This design comes from an exercise in tuning for small area, a short achievable clock period and few clock cycles on the open sky130 flow, not from production work.
Function not checked in this run: the RTL went through the layout flow alone.

==> design/flow/design.v <==
module seq_mult(d, done, clk, a, b, go, reset);
  output [63:0] d;
  output reg done;
  input clk;
  input [31:0] a, b;
  input go, reset;
  reg [31:0] m;               
  reg [31:0] q;               
  reg [3:0] e1, e2, ng;      
  reg [33:0] s, c;           
  reg [7:0] slo, clo;        
  reg cin;                    
  reg first;                  
  reg [1:0] cnt;
  function [11:0] benc(input [8:0] v);
    integer i;
    begin
      for (i = 0; i < 4; i = i + 1) begin
        benc[i] = v[2*i+1] ^ v[2*i];
        benc[4+i] = (v[2*i+2] & ~v[2*i+1] & ~v[2*i]) | (~v[2*i+2] & v[2*i+1] & v[2*i]);
        benc[8+i] = v[2*i+2];
      end
    end
  endfunction
  wire [11:0] enc_go = benc({a[7:0], 1'b0});
  wire [11:0] enc_nx = benc(q[15:7]);
  wire last = cnt == 2'd3;
  wire [33:0] si = first ? 34'd1 << 33 : s;
  wire [33:0] ci = first ? 34'd0 : c;
  wire [31:0] ar = m & {32{last & q[7]}};
  wire [32:0] mx = {1'b0, m};
  wire [32:0] m2 = {m, 1'b0};
  wire [32:0] pp0 = (mx & {33{e1[0]}} | m2 & {33{e2[0]}}) ^ {33{ng[0]}};
  wire [32:0] pp1 = (mx & {33{e1[1]}} | m2 & {33{e2[1]}}) ^ {33{ng[1]}};
  wire [32:0] pp2 = (mx & {33{e1[2]}} | m2 & {33{e2[2]}}) ^ {33{ng[2]}};
  wire [32:0] pp3 = (mx & {33{e1[3]}} | m2 & {33{e2[3]}}) ^ {33{ng[3]}};
  wire hs1;
  wire hc2;
  wire hs3;
  wire hc4;
  wire fs5;
  wire fc6;
  wire fs7;
  wire fc8;
  wire fs9;
  wire fc10;
  wire fs11;
  wire fc12;
  wire fs13;
  wire fc14;
  wire fs15;
  wire fc16;
  wire fs17;
  wire fc18;
  wire fs19;
  wire fc20;
  wire fs21;
  wire fc22;
  wire fs23;
  wire fc24;
  wire fs25;
  wire fc26;
  wire fs27;
  wire fc28;
  wire fs29;
  wire fc30;
  wire fs31;
  wire fc32;
  wire fs33;
  wire fc34;
  wire fs35;
  wire fc36;
  wire fs37;
  wire fc38;
  wire fs39;
  wire fc40;
  wire fs41;
  wire fc42;
  wire fs43;
  wire fc44;
  wire fs45;
  wire fc46;
  wire fs47;
  wire fc48;
  wire fs49;
  wire fc50;
  wire fs51;
  wire fc52;
  wire fs53;
  wire fc54;
  wire fs55;
  wire fc56;
  wire hs57;
  wire hc58;
  wire hs59;
  wire hc60;
  wire fs61;
  wire fc62;
  wire hs63;
  wire hc64;
  wire fs65;
  wire fc66;
  wire hs67;
  wire hc68;
  wire fs69;
  wire fc70;
  wire fs71;
  wire fc72;
  wire fs73;
  wire fc74;
  wire fs75;
  wire fc76;
  wire fs77;
  wire fc78;
  wire fs79;
  wire fc80;
  wire fs81;
  wire fc82;
  wire fs83;
  wire fc84;
  wire fs85;
  wire fc86;
  wire fs87;
  wire fc88;
  wire fs89;
  wire fc90;
  wire fs91;
  wire fc92;
  wire fs93;
  wire fc94;
  wire fs95;
  wire fc96;
  wire fs97;
  wire fc98;
  wire fs99;
  wire fc100;
  wire fs101;
  wire fc102;
  wire fs103;
  wire fc104;
  wire fs105;
  wire fc106;
  wire fs107;
  wire fc108;
  wire fs109;
  wire fc110;
  wire fs111;
  wire fc112;
  wire fs113;
  wire fc114;
  wire fs115;
  wire fc116;
  wire fs117;
  wire fc118;
  wire fs119;
  wire fc120;
  wire fs121;
  wire fc122;
  wire fs123;
  wire fc124;
  wire fs125;
  wire fc126;
  wire fs127;
  wire fc128;
  wire fs129;
  wire fc130;
  wire fs131;
  wire fc132;
  wire fs133;
  wire fc134;
  wire fs135;
  wire fc136;
  wire fs137;
  wire fc138;
  wire fs139;
  wire fc140;
  wire fs141;
  wire fc142;
  wire fs143;
  wire fc144;
  wire fs145;
  wire fc146;
  wire fs147;
  wire fc148;
  wire fs149;
  wire fc150;
  wire fs151;
  wire fc152;
  wire fs153;
  wire fc154;
  wire fs155;
  wire fc156;
  wire fs157;
  wire fc158;
  wire fs159;
  wire fc160;
  wire fs161;
  wire fc162;
  wire fs163;
  wire fc164;
  wire fs165;
  wire fc166;
  wire fs167;
  wire fc168;
  wire fs169;
  wire fc170;
  wire fs171;
  wire fc172;
  wire fs173;
  wire fc174;
  wire fs175;
  wire fc176;
  wire fs177;
  wire fc178;
  wire fs179;
  wire fc180;
  wire fs181;
  wire fc182;
  wire fs183;
  wire fc184;
  wire fs185;
  wire fc186;
  wire hs187;
  wire hc188;
  wire hs189;
  wire hc190;
  wire hs191;
  wire hc192;
  wire fs193;
  wire fc194;
  wire fs195;
  wire fc196;
  wire fs197;
  wire fc198;
  wire fs199;
  wire fc200;
  wire fs201;
  wire fc202;
  wire fs203;
  wire fc204;
  wire fs205;
  wire fc206;
  wire fs207;
  wire fc208;
  wire fs209;
  wire fc210;
  wire fs211;
  wire fc212;
  wire fs213;
  wire fc214;
  wire fs215;
  wire fc216;
  wire fs217;
  wire fc218;
  wire fs219;
  wire fc220;
  wire fs221;
  wire fc222;
  wire fs223;
  wire fc224;
  wire fs225;
  wire fc226;
  wire fs227;
  wire fc228;
  wire fs229;
  wire fc230;
  wire fs231;
  wire fc232;
  wire fs233;
  wire fc234;
  wire fs235;
  wire fc236;
  wire fs237;
  wire fc238;
  wire fs239;
  wire fc240;
  wire fs241;
  wire fc242;
  wire fs243;
  wire fc244;
  wire fs245;
  wire fc246;
  wire fs247;
  wire fc248;
  wire fs249;
  wire fc250;
  wire fs251;
  wire fc252;
  wire fs253;
  wire fc254;
  wire fs255;
  wire fc256;
  wire fs257;
  wire fc258;
  wire fs259;
  wire fc260;
  wire fs261;
  wire fc262;
  wire fs263;
  wire fc264;
  wire hs265;
  wire hc266;
  wire hs267;
  wire hc268;
  wire fs269;
  wire fc270;
  wire fs271;
  wire fc272;
  wire fs273;
  wire fc274;
  wire fs275;
  wire fc276;
  wire fs277;
  wire fc278;
  wire fs279;
  wire fc280;
  wire fs281;
  wire fc282;
  wire fs283;
  wire fc284;
  wire fs285;
  wire fc286;
  wire fs287;
  wire fc288;
  wire fs289;
  wire fc290;
  wire fs291;
  wire fc292;
  wire fs293;
  wire fc294;
  wire fs295;
  wire fc296;
  wire fs297;
  wire fc298;
  wire fs299;
  wire fc300;
  wire fs301;
  wire fc302;
  wire fs303;
  wire fc304;
  wire fs305;
  wire fc306;
  wire fs307;
  wire fc308;
  wire fs309;
  wire fc310;
  wire fs311;
  wire fc312;
  wire fs313;
  wire fc314;
  wire fs315;
  wire fc316;
  wire fs317;
  wire fc318;
  wire fs319;
  wire fc320;
  wire fs321;
  wire fc322;
  wire fs323;
  wire fc324;
  wire fs325;
  wire fc326;
  wire fs327;
  wire fc328;
  wire fs329;
  wire fc330;
  wire fs331;
  wire fc332;
  wire fs333;
  wire fc334;
  wire fs335;
  wire fc336;
  wire fs337;
  wire fc338;
  wire fs339;
  wire fc340;
  wire fs341;
  wire fc342;
  wire fs343;
  wire fc344;
  wire fs345;
  wire fc346;
  assign hs1 = ng[3] ^ ci[6];
  assign hc2 = ng[3] & ci[6];
  assign hs3 = ci[7] ^ si[7];
  assign hc4 = ci[7] & si[7];
  assign fs5 = ci[8] ^ si[8] ^ ar[0];
  assign fc6 = (ci[8] & si[8]) | (ci[8] & ar[0]) | (si[8] & ar[0]);
  assign fs7 = ci[9] ^ si[9] ^ ar[1];
  assign fc8 = (ci[9] & si[9]) | (ci[9] & ar[1]) | (si[9] & ar[1]);
  assign fs9 = ci[10] ^ si[10] ^ ar[2];
  assign fc10 = (ci[10] & si[10]) | (ci[10] & ar[2]) | (si[10] & ar[2]);
  assign fs11 = ci[11] ^ si[11] ^ ar[3];
  assign fc12 = (ci[11] & si[11]) | (ci[11] & ar[3]) | (si[11] & ar[3]);
  assign fs13 = ci[12] ^ si[12] ^ ar[4];
  assign fc14 = (ci[12] & si[12]) | (ci[12] & ar[4]) | (si[12] & ar[4]);
  assign fs15 = ci[13] ^ si[13] ^ ar[5];
  assign fc16 = (ci[13] & si[13]) | (ci[13] & ar[5]) | (si[13] & ar[5]);
  assign fs17 = ci[14] ^ si[14] ^ ar[6];
  assign fc18 = (ci[14] & si[14]) | (ci[14] & ar[6]) | (si[14] & ar[6]);
  assign fs19 = ci[15] ^ si[15] ^ ar[7];
  assign fc20 = (ci[15] & si[15]) | (ci[15] & ar[7]) | (si[15] & ar[7]);
  assign fs21 = ci[16] ^ si[16] ^ ar[8];
  assign fc22 = (ci[16] & si[16]) | (ci[16] & ar[8]) | (si[16] & ar[8]);
  assign fs23 = ci[17] ^ si[17] ^ ar[9];
  assign fc24 = (ci[17] & si[17]) | (ci[17] & ar[9]) | (si[17] & ar[9]);
  assign fs25 = ci[18] ^ si[18] ^ ar[10];
  assign fc26 = (ci[18] & si[18]) | (ci[18] & ar[10]) | (si[18] & ar[10]);
  assign fs27 = ci[19] ^ si[19] ^ ar[11];
  assign fc28 = (ci[19] & si[19]) | (ci[19] & ar[11]) | (si[19] & ar[11]);
  assign fs29 = ci[20] ^ si[20] ^ ar[12];
  assign fc30 = (ci[20] & si[20]) | (ci[20] & ar[12]) | (si[20] & ar[12]);
  assign fs31 = ci[21] ^ si[21] ^ ar[13];
  assign fc32 = (ci[21] & si[21]) | (ci[21] & ar[13]) | (si[21] & ar[13]);
  assign fs33 = ci[22] ^ si[22] ^ ar[14];
  assign fc34 = (ci[22] & si[22]) | (ci[22] & ar[14]) | (si[22] & ar[14]);
  assign fs35 = ci[23] ^ si[23] ^ ar[15];
  assign fc36 = (ci[23] & si[23]) | (ci[23] & ar[15]) | (si[23] & ar[15]);
  assign fs37 = ci[24] ^ si[24] ^ ar[16];
  assign fc38 = (ci[24] & si[24]) | (ci[24] & ar[16]) | (si[24] & ar[16]);
  assign fs39 = ci[25] ^ si[25] ^ ar[17];
  assign fc40 = (ci[25] & si[25]) | (ci[25] & ar[17]) | (si[25] & ar[17]);
  assign fs41 = ci[26] ^ si[26] ^ ar[18];
  assign fc42 = (ci[26] & si[26]) | (ci[26] & ar[18]) | (si[26] & ar[18]);
  assign fs43 = ci[27] ^ si[27] ^ ar[19];
  assign fc44 = (ci[27] & si[27]) | (ci[27] & ar[19]) | (si[27] & ar[19]);
  assign fs45 = ci[28] ^ si[28] ^ ar[20];
  assign fc46 = (ci[28] & si[28]) | (ci[28] & ar[20]) | (si[28] & ar[20]);
  assign fs47 = ci[29] ^ si[29] ^ ar[21];
  assign fc48 = (ci[29] & si[29]) | (ci[29] & ar[21]) | (si[29] & ar[21]);
  assign fs49 = ci[30] ^ si[30] ^ ar[22];
  assign fc50 = (ci[30] & si[30]) | (ci[30] & ar[22]) | (si[30] & ar[22]);
  assign fs51 = ci[31] ^ si[31] ^ ar[23];
  assign fc52 = (ci[31] & si[31]) | (ci[31] & ar[23]) | (si[31] & ar[23]);
  assign fs53 = ci[32] ^ si[32] ^ ar[24];
  assign fc54 = (ci[32] & si[32]) | (ci[32] & ar[24]) | (si[32] & ar[24]);
  assign fs55 = ~ng[0] ^ ci[33] ^ si[33];
  assign fc56 = (~ng[0] & ci[33]) | (~ng[0] & si[33]) | (ci[33] & si[33]);
  assign hs57 = ng[1] ^ ci[2];
  assign hc58 = ng[1] & ci[2];
  assign hs59 = ci[3] ^ si[3];
  assign hc60 = ci[3] & si[3];
  assign fs61 = ng[2] ^ ci[4] ^ si[4];
  assign fc62 = (ng[2] & ci[4]) | (ng[2] & si[4]) | (ci[4] & si[4]);
  assign hs63 = hc60 ^ fs61;
  assign hc64 = hc60 & fs61;
  assign fs65 = ci[5] ^ si[5] ^ fc62;
  assign fc66 = (ci[5] & si[5]) | (ci[5] & fc62) | (si[5] & fc62);
  assign hs67 = pp0[5] ^ pp1[3];
  assign hc68 = pp0[5] & pp1[3];
  assign fs69 = si[6] ^ hs1 ^ pp0[6];
  assign fc70 = (si[6] & hs1) | (si[6] & pp0[6]) | (hs1 & pp0[6]);
  assign fs71 = pp1[4] ^ pp2[2] ^ pp3[0];
  assign fc72 = (pp1[4] & pp2[2]) | (pp1[4] & pp3[0]) | (pp2[2] & pp3[0]);
  assign fs73 = hc2 ^ hs3 ^ pp0[7];
  assign fc74 = (hc2 & hs3) | (hc2 & pp0[7]) | (hs3 & pp0[7]);
  assign fs75 = pp1[5] ^ pp2[3] ^ pp3[1];
  assign fc76 = (pp1[5] & pp2[3]) | (pp1[5] & pp3[1]) | (pp2[3] & pp3[1]);
  assign fs77 = hc4 ^ pp0[8] ^ pp1[6];
  assign fc78 = (hc4 & pp0[8]) | (hc4 & pp1[6]) | (pp0[8] & pp1[6]);
  assign fs79 = pp2[4] ^ pp3[2] ^ fs5;
  assign fc80 = (pp2[4] & pp3[2]) | (pp2[4] & fs5) | (pp3[2] & fs5);
  assign fs81 = pp0[9] ^ pp1[7] ^ pp2[5];
  assign fc82 = (pp0[9] & pp1[7]) | (pp0[9] & pp2[5]) | (pp1[7] & pp2[5]);
  assign fs83 = pp3[3] ^ fc6 ^ fs7;
  assign fc84 = (pp3[3] & fc6) | (pp3[3] & fs7) | (fc6 & fs7);
  assign fs85 = pp0[10] ^ pp1[8] ^ pp2[6];
  assign fc86 = (pp0[10] & pp1[8]) | (pp0[10] & pp2[6]) | (pp1[8] & pp2[6]);
  assign fs87 = pp3[4] ^ fc8 ^ fs9;
  assign fc88 = (pp3[4] & fc8) | (pp3[4] & fs9) | (fc8 & fs9);
  assign fs89 = pp0[11] ^ pp1[9] ^ pp2[7];
  assign fc90 = (pp0[11] & pp1[9]) | (pp0[11] & pp2[7]) | (pp1[9] & pp2[7]);
  assign fs91 = pp3[5] ^ fc10 ^ fs11;
  assign fc92 = (pp3[5] & fc10) | (pp3[5] & fs11) | (fc10 & fs11);
  assign fs93 = pp0[12] ^ pp1[10] ^ pp2[8];
  assign fc94 = (pp0[12] & pp1[10]) | (pp0[12] & pp2[8]) | (pp1[10] & pp2[8]);
  assign fs95 = pp3[6] ^ fc12 ^ fs13;
  assign fc96 = (pp3[6] & fc12) | (pp3[6] & fs13) | (fc12 & fs13);
  assign fs97 = pp0[13] ^ pp1[11] ^ pp2[9];
  assign fc98 = (pp0[13] & pp1[11]) | (pp0[13] & pp2[9]) | (pp1[11] & pp2[9]);
  assign fs99 = pp3[7] ^ fc14 ^ fs15;
  assign fc100 = (pp3[7] & fc14) | (pp3[7] & fs15) | (fc14 & fs15);
  assign fs101 = pp0[14] ^ pp1[12] ^ pp2[10];
  assign fc102 = (pp0[14] & pp1[12]) | (pp0[14] & pp2[10]) | (pp1[12] & pp2[10]);
  assign fs103 = pp3[8] ^ fc16 ^ fs17;
  assign fc104 = (pp3[8] & fc16) | (pp3[8] & fs17) | (fc16 & fs17);
  assign fs105 = pp0[15] ^ pp1[13] ^ pp2[11];
  assign fc106 = (pp0[15] & pp1[13]) | (pp0[15] & pp2[11]) | (pp1[13] & pp2[11]);
  assign fs107 = pp3[9] ^ fc18 ^ fs19;
  assign fc108 = (pp3[9] & fc18) | (pp3[9] & fs19) | (fc18 & fs19);
  assign fs109 = pp0[16] ^ pp1[14] ^ pp2[12];
  assign fc110 = (pp0[16] & pp1[14]) | (pp0[16] & pp2[12]) | (pp1[14] & pp2[12]);
  assign fs111 = pp3[10] ^ fc20 ^ fs21;
  assign fc112 = (pp3[10] & fc20) | (pp3[10] & fs21) | (fc20 & fs21);
  assign fs113 = pp0[17] ^ pp1[15] ^ pp2[13];
  assign fc114 = (pp0[17] & pp1[15]) | (pp0[17] & pp2[13]) | (pp1[15] & pp2[13]);
  assign fs115 = pp3[11] ^ fc22 ^ fs23;
  assign fc116 = (pp3[11] & fc22) | (pp3[11] & fs23) | (fc22 & fs23);
  assign fs117 = pp0[18] ^ pp1[16] ^ pp2[14];
  assign fc118 = (pp0[18] & pp1[16]) | (pp0[18] & pp2[14]) | (pp1[16] & pp2[14]);
  assign fs119 = pp3[12] ^ fc24 ^ fs25;
  assign fc120 = (pp3[12] & fc24) | (pp3[12] & fs25) | (fc24 & fs25);
  assign fs121 = pp0[19] ^ pp1[17] ^ pp2[15];
  assign fc122 = (pp0[19] & pp1[17]) | (pp0[19] & pp2[15]) | (pp1[17] & pp2[15]);
  assign fs123 = pp3[13] ^ fc26 ^ fs27;
  assign fc124 = (pp3[13] & fc26) | (pp3[13] & fs27) | (fc26 & fs27);
  assign fs125 = pp0[20] ^ pp1[18] ^ pp2[16];
  assign fc126 = (pp0[20] & pp1[18]) | (pp0[20] & pp2[16]) | (pp1[18] & pp2[16]);
  assign fs127 = pp3[14] ^ fc28 ^ fs29;
  assign fc128 = (pp3[14] & fc28) | (pp3[14] & fs29) | (fc28 & fs29);
  assign fs129 = pp0[21] ^ pp1[19] ^ pp2[17];
  assign fc130 = (pp0[21] & pp1[19]) | (pp0[21] & pp2[17]) | (pp1[19] & pp2[17]);
  assign fs131 = pp3[15] ^ fc30 ^ fs31;
  assign fc132 = (pp3[15] & fc30) | (pp3[15] & fs31) | (fc30 & fs31);
  assign fs133 = pp0[22] ^ pp1[20] ^ pp2[18];
  assign fc134 = (pp0[22] & pp1[20]) | (pp0[22] & pp2[18]) | (pp1[20] & pp2[18]);
  assign fs135 = pp3[16] ^ fc32 ^ fs33;
  assign fc136 = (pp3[16] & fc32) | (pp3[16] & fs33) | (fc32 & fs33);
  assign fs137 = pp0[23] ^ pp1[21] ^ pp2[19];
  assign fc138 = (pp0[23] & pp1[21]) | (pp0[23] & pp2[19]) | (pp1[21] & pp2[19]);
  assign fs139 = pp3[17] ^ fc34 ^ fs35;
  assign fc140 = (pp3[17] & fc34) | (pp3[17] & fs35) | (fc34 & fs35);
  assign fs141 = pp0[24] ^ pp1[22] ^ pp2[20];
  assign fc142 = (pp0[24] & pp1[22]) | (pp0[24] & pp2[20]) | (pp1[22] & pp2[20]);
  assign fs143 = pp3[18] ^ fc36 ^ fs37;
  assign fc144 = (pp3[18] & fc36) | (pp3[18] & fs37) | (fc36 & fs37);
  assign fs145 = pp0[25] ^ pp1[23] ^ pp2[21];
  assign fc146 = (pp0[25] & pp1[23]) | (pp0[25] & pp2[21]) | (pp1[23] & pp2[21]);
  assign fs147 = pp3[19] ^ fc38 ^ fs39;
  assign fc148 = (pp3[19] & fc38) | (pp3[19] & fs39) | (fc38 & fs39);
  assign fs149 = pp0[26] ^ pp1[24] ^ pp2[22];
  assign fc150 = (pp0[26] & pp1[24]) | (pp0[26] & pp2[22]) | (pp1[24] & pp2[22]);
  assign fs151 = pp3[20] ^ fc40 ^ fs41;
  assign fc152 = (pp3[20] & fc40) | (pp3[20] & fs41) | (fc40 & fs41);
  assign fs153 = pp0[27] ^ pp1[25] ^ pp2[23];
  assign fc154 = (pp0[27] & pp1[25]) | (pp0[27] & pp2[23]) | (pp1[25] & pp2[23]);
  assign fs155 = pp3[21] ^ fc42 ^ fs43;
  assign fc156 = (pp3[21] & fc42) | (pp3[21] & fs43) | (fc42 & fs43);
  assign fs157 = pp0[28] ^ pp1[26] ^ pp2[24];
  assign fc158 = (pp0[28] & pp1[26]) | (pp0[28] & pp2[24]) | (pp1[26] & pp2[24]);
  assign fs159 = pp3[22] ^ fc44 ^ fs45;
  assign fc160 = (pp3[22] & fc44) | (pp3[22] & fs45) | (fc44 & fs45);
  assign fs161 = pp0[29] ^ pp1[27] ^ pp2[25];
  assign fc162 = (pp0[29] & pp1[27]) | (pp0[29] & pp2[25]) | (pp1[27] & pp2[25]);
  assign fs163 = pp3[23] ^ fc46 ^ fs47;
  assign fc164 = (pp3[23] & fc46) | (pp3[23] & fs47) | (fc46 & fs47);
  assign fs165 = pp0[30] ^ pp1[28] ^ pp2[26];
  assign fc166 = (pp0[30] & pp1[28]) | (pp0[30] & pp2[26]) | (pp1[28] & pp2[26]);
  assign fs167 = pp3[24] ^ fc48 ^ fs49;
  assign fc168 = (pp3[24] & fc48) | (pp3[24] & fs49) | (fc48 & fs49);
  assign fs169 = pp0[31] ^ pp1[29] ^ pp2[27];
  assign fc170 = (pp0[31] & pp1[29]) | (pp0[31] & pp2[27]) | (pp1[29] & pp2[27]);
  assign fs171 = pp3[25] ^ fc50 ^ fs51;
  assign fc172 = (pp3[25] & fc50) | (pp3[25] & fs51) | (fc50 & fs51);
  assign fs173 = pp0[32] ^ pp1[30] ^ pp2[28];
  assign fc174 = (pp0[32] & pp1[30]) | (pp0[32] & pp2[28]) | (pp1[30] & pp2[28]);
  assign fs175 = pp3[26] ^ fc52 ^ fs53;
  assign fc176 = (pp3[26] & fc52) | (pp3[26] & fs53) | (fc52 & fs53);
  assign fs177 = ar[25] ^ fs55 ^ pp1[31];
  assign fc178 = (ar[25] & fs55) | (ar[25] & pp1[31]) | (fs55 & pp1[31]);
  assign fs179 = pp2[29] ^ pp3[27] ^ fc54;
  assign fc180 = (pp2[29] & pp3[27]) | (pp2[29] & fc54) | (pp3[27] & fc54);
  assign fs181 = 1'b1 ^ ar[26] ^ fc56;
  assign fc182 = (1'b1 & ar[26]) | (1'b1 & fc56) | (ar[26] & fc56);
  assign fs183 = pp1[32] ^ pp2[30] ^ pp3[28];
  assign fc184 = (pp1[32] & pp2[30]) | (pp1[32] & pp3[28]) | (pp2[30] & pp3[28]);
  assign fs185 = ~ng[1] ^ ar[27] ^ pp2[31];
  assign fc186 = (~ng[1] & ar[27]) | (~ng[1] & pp2[31]) | (ar[27] & pp2[31]);
  assign hs187 = 1'b1 ^ ar[28];
  assign hc188 = 1'b1 & ar[28];
  assign hs189 = ng[0] ^ ci[0];
  assign hc190 = ng[0] & ci[0];
  assign hs191 = ci[1] ^ si[1];
  assign hc192 = ci[1] & si[1];
  assign fs193 = si[2] ^ hc192 ^ hs57;
  assign fc194 = (si[2] & hc192) | (si[2] & hs57) | (hc192 & hs57);
  assign fs195 = hc58 ^ hs59 ^ pp0[3];
  assign fc196 = (hc58 & hs59) | (hc58 & pp0[3]) | (hs59 & pp0[3]);
  assign fs197 = pp0[4] ^ pp1[2] ^ pp2[0];
  assign fc198 = (pp0[4] & pp1[2]) | (pp0[4] & pp2[0]) | (pp1[2] & pp2[0]);
  assign fs199 = pp2[1] ^ hc64 ^ hs67;
  assign fc200 = (pp2[1] & hc64) | (pp2[1] & hs67) | (hc64 & hs67);
  assign fs201 = hc68 ^ fc66 ^ fs69;
  assign fc202 = (hc68 & fc66) | (hc68 & fs69) | (fc66 & fs69);
  assign fs203 = fc70 ^ fc72 ^ fs73;
  assign fc204 = (fc70 & fc72) | (fc70 & fs73) | (fc72 & fs73);
  assign fs205 = fc74 ^ fc76 ^ fs77;
  assign fc206 = (fc74 & fc76) | (fc74 & fs77) | (fc76 & fs77);
  assign fs207 = fc78 ^ fs81 ^ fc80;
  assign fc208 = (fc78 & fs81) | (fc78 & fc80) | (fs81 & fc80);
  assign fs209 = fc82 ^ fs85 ^ fc84;
  assign fc210 = (fc82 & fs85) | (fc82 & fc84) | (fs85 & fc84);
  assign fs211 = fc86 ^ fs89 ^ fc88;
  assign fc212 = (fc86 & fs89) | (fc86 & fc88) | (fs89 & fc88);
  assign fs213 = fc90 ^ fs93 ^ fc92;
  assign fc214 = (fc90 & fs93) | (fc90 & fc92) | (fs93 & fc92);
  assign fs215 = fc94 ^ fs97 ^ fc96;
  assign fc216 = (fc94 & fs97) | (fc94 & fc96) | (fs97 & fc96);
  assign fs217 = fc98 ^ fs101 ^ fc100;
  assign fc218 = (fc98 & fs101) | (fc98 & fc100) | (fs101 & fc100);
  assign fs219 = fc102 ^ fs105 ^ fc104;
  assign fc220 = (fc102 & fs105) | (fc102 & fc104) | (fs105 & fc104);
  assign fs221 = fc106 ^ fs109 ^ fc108;
  assign fc222 = (fc106 & fs109) | (fc106 & fc108) | (fs109 & fc108);
  assign fs223 = fc110 ^ fs113 ^ fc112;
  assign fc224 = (fc110 & fs113) | (fc110 & fc112) | (fs113 & fc112);
  assign fs225 = fc114 ^ fs117 ^ fc116;
  assign fc226 = (fc114 & fs117) | (fc114 & fc116) | (fs117 & fc116);
  assign fs227 = fc118 ^ fs121 ^ fc120;
  assign fc228 = (fc118 & fs121) | (fc118 & fc120) | (fs121 & fc120);
  assign fs229 = fc122 ^ fs125 ^ fc124;
  assign fc230 = (fc122 & fs125) | (fc122 & fc124) | (fs125 & fc124);
  assign fs231 = fc126 ^ fs129 ^ fc128;
  assign fc232 = (fc126 & fs129) | (fc126 & fc128) | (fs129 & fc128);
  assign fs233 = fc130 ^ fs133 ^ fc132;
  assign fc234 = (fc130 & fs133) | (fc130 & fc132) | (fs133 & fc132);
  assign fs235 = fc134 ^ fs137 ^ fc136;
  assign fc236 = (fc134 & fs137) | (fc134 & fc136) | (fs137 & fc136);
  assign fs237 = fc138 ^ fs141 ^ fc140;
  assign fc238 = (fc138 & fs141) | (fc138 & fc140) | (fs141 & fc140);
  assign fs239 = fc142 ^ fs145 ^ fc144;
  assign fc240 = (fc142 & fs145) | (fc142 & fc144) | (fs145 & fc144);
  assign fs241 = fc146 ^ fs149 ^ fc148;
  assign fc242 = (fc146 & fs149) | (fc146 & fc148) | (fs149 & fc148);
  assign fs243 = fc150 ^ fs153 ^ fc152;
  assign fc244 = (fc150 & fs153) | (fc150 & fc152) | (fs153 & fc152);
  assign fs245 = fc154 ^ fs157 ^ fc156;
  assign fc246 = (fc154 & fs157) | (fc154 & fc156) | (fs157 & fc156);
  assign fs247 = fc158 ^ fs161 ^ fc160;
  assign fc248 = (fc158 & fs161) | (fc158 & fc160) | (fs161 & fc160);
  assign fs249 = fc162 ^ fs165 ^ fc164;
  assign fc250 = (fc162 & fs165) | (fc162 & fc164) | (fs165 & fc164);
  assign fs251 = fc166 ^ fs169 ^ fc168;
  assign fc252 = (fc166 & fs169) | (fc166 & fc168) | (fs169 & fc168);
  assign fs253 = fc170 ^ fs173 ^ fc172;
  assign fc254 = (fc170 & fs173) | (fc170 & fc172) | (fs173 & fc172);
  assign fs255 = fc174 ^ fs177 ^ fc176;
  assign fc256 = (fc174 & fs177) | (fc174 & fc176) | (fs177 & fc176);
  assign fs257 = fs181 ^ fc178 ^ fc180;
  assign fc258 = (fs181 & fc178) | (fs181 & fc180) | (fc178 & fc180);
  assign fs259 = pp3[29] ^ fc182 ^ fc184;
  assign fc260 = (pp3[29] & fc182) | (pp3[29] & fc184) | (fc182 & fc184);
  assign fs261 = hs187 ^ pp2[32] ^ pp3[30];
  assign fc262 = (hs187 & pp2[32]) | (hs187 & pp3[30]) | (pp2[32] & pp3[30]);
  assign fs263 = ~ng[2] ^ ar[29] ^ hc188;
  assign fc264 = (~ng[2] & ar[29]) | (~ng[2] & hc188) | (ar[29] & hc188);
  assign hs265 = 1'b1 ^ ar[30];
  assign hc266 = 1'b1 & ar[30];
  assign hs267 = si[0] ^ hs189;
  assign hc268 = si[0] & hs189;
  assign fs269 = hc190 ^ hs191 ^ hc268;
  assign fc270 = (hc190 & hs191) | (hc190 & hc268) | (hs191 & hc268);
  assign fs271 = pp0[2] ^ pp1[0] ^ fs193;
  assign fc272 = (pp0[2] & pp1[0]) | (pp0[2] & fs193) | (pp1[0] & fs193);
  assign fs273 = pp1[1] ^ fc194 ^ fs195;
  assign fc274 = (pp1[1] & fc194) | (pp1[1] & fs195) | (fc194 & fs195);
  assign fs275 = hs63 ^ fc196 ^ fs197;
  assign fc276 = (hs63 & fc196) | (hs63 & fs197) | (fc196 & fs197);
  assign fs277 = fs65 ^ fc198 ^ fs199;
  assign fc278 = (fs65 & fc198) | (fs65 & fs199) | (fc198 & fs199);
  assign fs279 = fs71 ^ fc200 ^ fs201;
  assign fc280 = (fs71 & fc200) | (fs71 & fs201) | (fc200 & fs201);
  assign fs281 = fs75 ^ fc202 ^ fs203;
  assign fc282 = (fs75 & fc202) | (fs75 & fs203) | (fc202 & fs203);
  assign fs283 = fs79 ^ fc204 ^ fs205;
  assign fc284 = (fs79 & fc204) | (fs79 & fs205) | (fc204 & fs205);
  assign fs285 = fs83 ^ fc206 ^ fs207;
  assign fc286 = (fs83 & fc206) | (fs83 & fs207) | (fc206 & fs207);
  assign fs287 = fs87 ^ fc208 ^ fs209;
  assign fc288 = (fs87 & fc208) | (fs87 & fs209) | (fc208 & fs209);
  assign fs289 = fs91 ^ fc210 ^ fs211;
  assign fc290 = (fs91 & fc210) | (fs91 & fs211) | (fc210 & fs211);
  assign fs291 = fs95 ^ fc212 ^ fs213;
  assign fc292 = (fs95 & fc212) | (fs95 & fs213) | (fc212 & fs213);
  assign fs293 = fs99 ^ fc214 ^ fs215;
  assign fc294 = (fs99 & fc214) | (fs99 & fs215) | (fc214 & fs215);
  assign fs295 = fs103 ^ fc216 ^ fs217;
  assign fc296 = (fs103 & fc216) | (fs103 & fs217) | (fc216 & fs217);
  assign fs297 = fs107 ^ fc218 ^ fs219;
  assign fc298 = (fs107 & fc218) | (fs107 & fs219) | (fc218 & fs219);
  assign fs299 = fs111 ^ fc220 ^ fs221;
  assign fc300 = (fs111 & fc220) | (fs111 & fs221) | (fc220 & fs221);
  assign fs301 = fs115 ^ fc222 ^ fs223;
  assign fc302 = (fs115 & fc222) | (fs115 & fs223) | (fc222 & fs223);
  assign fs303 = fs119 ^ fc224 ^ fs225;
  assign fc304 = (fs119 & fc224) | (fs119 & fs225) | (fc224 & fs225);
  assign fs305 = fs123 ^ fc226 ^ fs227;
  assign fc306 = (fs123 & fc226) | (fs123 & fs227) | (fc226 & fs227);
  assign fs307 = fs127 ^ fc228 ^ fs229;
  assign fc308 = (fs127 & fc228) | (fs127 & fs229) | (fc228 & fs229);
  assign fs309 = fs131 ^ fc230 ^ fs231;
  assign fc310 = (fs131 & fc230) | (fs131 & fs231) | (fc230 & fs231);
  assign fs311 = fs135 ^ fc232 ^ fs233;
  assign fc312 = (fs135 & fc232) | (fs135 & fs233) | (fc232 & fs233);
  assign fs313 = fs139 ^ fc234 ^ fs235;
  assign fc314 = (fs139 & fc234) | (fs139 & fs235) | (fc234 & fs235);
  assign fs315 = fs143 ^ fc236 ^ fs237;
  assign fc316 = (fs143 & fc236) | (fs143 & fs237) | (fc236 & fs237);
  assign fs317 = fs147 ^ fc238 ^ fs239;
  assign fc318 = (fs147 & fc238) | (fs147 & fs239) | (fc238 & fs239);
  assign fs319 = fs151 ^ fc240 ^ fs241;
  assign fc320 = (fs151 & fc240) | (fs151 & fs241) | (fc240 & fs241);
  assign fs321 = fs155 ^ fc242 ^ fs243;
  assign fc322 = (fs155 & fc242) | (fs155 & fs243) | (fc242 & fs243);
  assign fs323 = fs159 ^ fc244 ^ fs245;
  assign fc324 = (fs159 & fc244) | (fs159 & fs245) | (fc244 & fs245);
  assign fs325 = fs163 ^ fc246 ^ fs247;
  assign fc326 = (fs163 & fc246) | (fs163 & fs247) | (fc246 & fs247);
  assign fs327 = fs167 ^ fc248 ^ fs249;
  assign fc328 = (fs167 & fc248) | (fs167 & fs249) | (fc248 & fs249);
  assign fs329 = fs171 ^ fc250 ^ fs251;
  assign fc330 = (fs171 & fc250) | (fs171 & fs251) | (fc250 & fs251);
  assign fs331 = fs175 ^ fc252 ^ fs253;
  assign fc332 = (fs175 & fc252) | (fs175 & fs253) | (fc252 & fs253);
  assign fs333 = fs179 ^ fc254 ^ fs255;
  assign fc334 = (fs179 & fc254) | (fs179 & fs255) | (fc254 & fs255);
  assign fs335 = fs183 ^ fc256 ^ fs257;
  assign fc336 = (fs183 & fc256) | (fs183 & fs257) | (fc256 & fs257);
  assign fs337 = fs185 ^ fc258 ^ fs259;
  assign fc338 = (fs185 & fc258) | (fs185 & fs259) | (fc258 & fs259);
  assign fs339 = fc186 ^ fs261 ^ fc260;
  assign fc340 = (fc186 & fs261) | (fc186 & fc260) | (fs261 & fc260);
  assign fs341 = pp3[31] ^ fs263 ^ fc262;
  assign fc342 = (pp3[31] & fs263) | (pp3[31] & fc262) | (fs263 & fc262);
  assign fs343 = hs265 ^ pp3[32] ^ fc264;
  assign fc344 = (hs265 & pp3[32]) | (hs265 & fc264) | (pp3[32] & fc264);
  assign fs345 = ~ng[3] ^ ar[31] ^ hc266;
  assign fc346 = (~ng[3] & ar[31]) | (~ng[3] & hc266) | (ar[31] & hc266);
  wire [41:0] ts = {1'b0, 1'b1, fc344, fc342, fc340, fc338, fc336, fc334, fc332, fc330, fc328, fc326, fc324, fc322, fc320, fc318, fc316, fc314, fc312, fc310, fc308, fc306, fc304, fc302, fc300, fc298, fc296, fc294, fc292, fc290, fc288, fc286, fc284, fc282, fc280, fc278, fc276, fc274, fc272, fc270, pp0[1], pp0[0]};
  wire [41:0] tc = {1'b0, fc346, fs345, fs343, fs341, fs339, fs337, fs335, fs333, fs331, fs329, fs327, fs325, fs323, fs321, fs319, fs317, fs315, fs313, fs311, fs309, fs307, fs305, fs303, fs301, fs299, fs297, fs295, fs293, fs291, fs289, fs287, fs285, fs283, fs281, fs279, fs277, fs275, fs273, fs271, fs269, hs267};
  wire [8:0] lo = slo + clo + (cin & ~first);
  always @(posedge clk, posedge reset)
    if (reset) begin
      done <= 1'b0;
      first <= 1'b0;
      cnt <= 2'd0;
    end else if (go) begin
      done <= 1'b0;
      first <= 1'b1;
      cnt <= 2'd0;
    end else if (!done) begin
      done <= last;
      first <= 1'b0;
      cnt <= cnt + 2'd1;
    end
  always @(posedge clk)
    if (go) begin
      m <= b;
      q <= a;
      {ng, e2, e1} <= enc_go;
    end else if (!done) begin
      q <= {lo[7:0], q[31:8]};
      {ng, e2, e1} <= enc_nx;
    end
  always @(posedge clk)
    if (!done) begin
      s <= ts[41:8];
      c <= tc[41:8];
      slo <= ts[7:0];
      clo <= tc[7:0];
      cin <= lo[8] & ~first;
    end
  wire [41:0] top = {s, slo} + {c, clo} + cin;
  assign d = {top[39:0], q[31:8]};
endmodule
==> design/flow/run.sh <==
#!/bin/bash
# synth_recipe.tcl (not shown) runs the flow's synth.tcl, then flattens the netlist and writes it again
# the make line also repeats each setting of config.mk as NAME=value (left out here)
make -C /OpenROAD-flow-scripts/flow DESIGN_CONFIG=/design/flow/config.mk WORK_HOME=/design/flow/orfs CLKGATE_MAP_FILE= SYNTH_SCRIPT=/design/flow/synth_recipe.tcl finish
==> design/flow/config.mk <==
export PLATFORM = sky130hd
export DESIGN_NAME = seq_mult
export DESIGN_NICKNAME = seq_mult
export VERILOG_FILES = /design/flow/design.v
export SDC_FILE = /design/flow/constraint.sdc
export NUM_CORES = 4
export LEC_CHECK = 0
export CAP_MARGIN = 20
export CORE_MARGIN = 2
export CORE_UTILIZATION = 40
export PLACE_DENSITY = 0.6
export SLEW_MARGIN = 20
==> design/flow/constraint.sdc <==
create_clock -name core_clock -period 3.3 [get_ports {clk}]
set_input_delay 0.6600 -clock core_clock [delete_from_list [all_inputs] [get_ports {clk}]]
set_output_delay 0.6600 -clock core_clock [all_outputs]
set_load 0.01 [all_outputs]
==> impl_metrics.csv <==
group,metric,value,unit
routing,viasPerCell,5.22,
sta,rsz0062_at_grt,"true",
synthesis,synth_area_per_cell,10.8,µm²
synthesis,yosysWarnings,1,
cts,clk_pin_slew,0.07,ns
cts,clock_path_buffers,2,
setup_path,r2r_start,"cnt[0]$_DFFE_PP0P_",
cells_and_area,area_delta_synth_final,26.9,%
cells_and_area,antennaDiodeCount,0,
routing,drt_first_pass_iters,5,
setup_path,ff2ff_path_depth,9,
synthesis,synth_ff_type,"edfxtp_1",
grt,grt_usage,0.205,
cts,clkSinkCount,154,
setup_path,critPathSlowestCell,"fa_2",
floorplan,initial_core_util,0.405,
cts,cts_tree,"done",
sta,final.setup.worst_slack,-0.656,ns
outcome,run_status,"complete, but fails checks",
placed_design,dpl.cell_count,1993,
setup_path,arrival,3.30,ns
setup_path,critPathRequiredTime,2.64,ns
setup_path,cp-end-kind,"output pin",
hold_path,min_path_type,"input port to asynchronous set/reset pin",
sta,hold_ws,0.388,ns
floorplan,die_y,194,µm
synthesis,async_flop_share,0.0260,
grt,grt_max_degree,56,
routing,vias,10700,
floorplan,rows,69,
routing,antenna_left,0,
synthesis,synth-edff-count,150,
sta,slew_headroom,0.398,
setup_path,critPathLaunchType,"flip-flop",
grt,grt_antenna_before_repair,0,
synthesis,ys_types,57,
sta,max_clock_freq,0.253,GHz
sta,tightest_slew,0.903,ns
floorplan,die_w,194,µm
grt,overflow,0,
setup_path,r2r_slack,0.08,ns
cells_and_area,final_nets,1848,
routing,wl,38300,µm
run,cap_viol_max_count,0,
sta,hold_viol,0,
floorplan,die_area,37600,µm²
grt,grt_pass1_wl,61100,µm
sta,period_share,1.20,
sta,slew_violations,0,
synthesis,synth_seq_cells,154,
placed_design,io_buffers,131,
synthesis,synth_area,14400,µm²
cts,htree_levels,4,
floorplan,ios,132,
cells_and_area,final_cells,2042,
setup_path,r2r-end,"c[2]$_DFFE_PN_",
cts,clk_latency,0.45,ns
routing,wl_per_cell,18.7,µm
placed_design,gp_congestion,0.872,
placed_design,hpwl,29800,µm
setup_path,crit_chain,"inv_2, fa_2, inv_2, fa_2, nand2_2, o21ai_4, o31ai_4, a21oi_4, o21ai_2, a32o_2, o41ai_4, buf_4, a31oi_4, xnor2_1, buf_2",
sta,layout_min_cycle_time,3.96,ns
routing,route.detailed.drc,0,
synthesis,yosysSeqAreaShare,0.319,
cts,numCtsBuffers,17,
floorplan,coreArea,35600,µm²
setup_path,cp_max_fo,3,
cells_and_area,drive_above_1_share,0.226,
routing,drtIter0Drc,726,
grt,grt_pass1_vias,11200,
cts,root_buffer,"clkbuf_16",
sta,fin_worst_skew,0.0138,ns
setup_path,path_class,"flip-flop to output pin",
synthesis,syn_inst,1330,
outcome,failed_checks,"negative setup slack",
setup_path,cp_slowest_stage_delay,0.40,ns
synthesis,synth_nets,1610,
sta,finalSetupViolCount,28,
metal layers:
metal	up-vias	global-route usage	wire length, µm
met5	-	0	0
met4	0	0.0435	606
met3	37	0.0372	2240
met2	312	0.317	17300
met1	5328	0.301	18100
li1	4983	-	-
synth_stat cells (all sizes together), types with 2 or more instances:
| master | instances | area, µm² |
|---|---|---|
| fa | 163 | 3260 |
| xnor2 | 160 | 1400 |
| edfxtp | 150 | 4500 |
| inv | 143 | 537 |
| a22oi | 124 | 931 |
| clkbuf | 73 | 277 |
| nor2b | 63 | 394 |
| nand2 | 61 | 229 |
| a21oi | 60 | 319 |
| ha | 50 | 626 |
| o21ai | 41 | 213 |
| nor2 | 37 | 139 |
| buf | 31 | 140 |
| and3 | 29 | 181 |
| xor2 | 26 | 228 |
| a21o | 22 | 165 |
| mux2 | 20 | 225 |
| nand4 | 9 | 56.3 |
| nand2b | 8 | 50.1 |
| o21bai | 8 | 60.1 |
| a31oi | 5 | 31.3 |
| nand3 | 5 | 30.0 |
| and2 | 4 | 25.0 |
| dfrtp | 4 | 100 |
| nor3 | 4 | 20.0 |
| o211ai | 4 | 30.0 |
| o31ai | 3 | 36.3 |
| a211oi | 2 | 15.0 |
| mux2i | 2 | 20.0 |
| o221ai | 2 | 17.5 |
| o311ai | 2 | 17.5 |
| or2 | 2 | 12.5 |
critical path, delay by kind of cell, from the launching register on:
| family | cells | cell delay, ns |
|---|---|---|
| DFF | 1 | 0.36 |
| and+or+nand+nor | 1 | 0.07 |
| adders and majority gates | 2 | 0.62 |
| AOI/OAI and AO/OA | 7 | 1.21 |
| xor gates and xnor gates | 1 | 0.14 |
| buffers and inverters | 4 | 0.45 |
sequential cells by signal, summed over array words and instances, names as in the netlist, 4 cells and up:
| name | count |
|---|---|
| c | 33 |
| clo | 8 |
| e1 | 4 |
| e2 | 4 |
| m | 32 |
| q | 25 |
| s | 32 |
| slo | 8 |
layout by cell type (no fill, tap or decap), types with 27 or more instances in the layout:
cell and instances:
a21oi_1 45, a22oi_1 124, buf_2 27, buf_4 178
clkdlybuf4s50_1 95, edfxtp_1 150, fa_1 160, ha_1 46
inv_1 136, nand2_1 58, nor2_1 34, nor2b_1 58
xnor2_1 153
cells by family after synthesis:
kind of cell | count (synthesis) | share of synthesized area
and+or+nand+nor | 225 | 0.0804
xor gates and xnor gates | 186 | 0.113
buffers and inverters | 247 | 0.0661
muxes | 22 | 0.0170
adders and majority gates | 213 | 0.270
AOI/OAI and AO/OA | 283 | 0.134
DFF | 154 | 0.319
area by class of cell:
type | instances | area [µm²]
flip-flops and latches | 154 | 4610
inverters | 143 | 537
clock buffers | 17 | 425
fillers | 3201 | 17300
well taps | 461 | 577
clock inverters | 15 | 155
multi-input cells | 929 | 9240
repair buffers | 323 | 2760
timing repair:
item	CTS	global route
setup buffers	14	4
resized for setup	176	49
pin swaps	34	35
hold buffers	0	0
gates cloned	0	0
endpoints found under the setup margin	35	47
worst max path at each step:
| stage | from | to | depth (start not counted) |
|---|---|---|---|
| after global placement | slo[0]$_DFFE_PN_ | d[63] | 13 |
| after CTS | cin$_DFFE_PN_ | d[60] | 15 |
| after global routing | cin$_DFFE_PN_ | d[60] | 15 |
| after floorplan | q[7]$_DFFE_PP_ | c[1]$_DFFE_PN_ | 9 |
| after detailed placement | slo[0]$_DFFE_PN_ | d[63] | 13 |
| final | cin$_DFFE_PN_ | d[60] | 15 |
per-stage QoR:
step	worst slack, ns	util	setup TNS [ns]	cell area (µm²)
after floorplan	0.0123	-	0	14400
after global placement	-0.753	0.487	-11.99	17300
after detailed placement	-0.758	0.487	-11.79	17300
after CTS	-0.768	0.509	-9.67	18100
after global routing	-0.819	0.514	-12.22	18300
final	-0.656	0.514	-7.65	18300

## re-timing with driven ports
In the flow no input, the clock included, has a driving cell. The finished layout below was timed again as built, in two steps. Step 1 (the two cells are an assumption about what drives the block):
set clk [get_ports {clk}]
set_driving_cell -lib_cell sky130_fd_sc_hd__clkbuf_16 $clk
set_driving_cell -lib_cell sky130_fd_sc_hd__buf_2 [delete_from_list [all_inputs] $clk]
Step 2 also shifts input and output timing later by t, the mid clock arrival at the registers, as if the neighbouring blocks saw the same clock. a / b / c = ideal ports / drivers / drivers and shift; a / b = the first two.
t, ns: 0.486
setup slack, ns: -0.656 / -0.704 / -0.218
worst hold slack (ns): 0.388 / 0.371 / 0.548
worst slew at a driven data input, ns: 0.06
cell pins on the clock port's net: 1
The setup slack of this run moves by -0.048 ns with the drivers and by +0.438 ns with both steps.
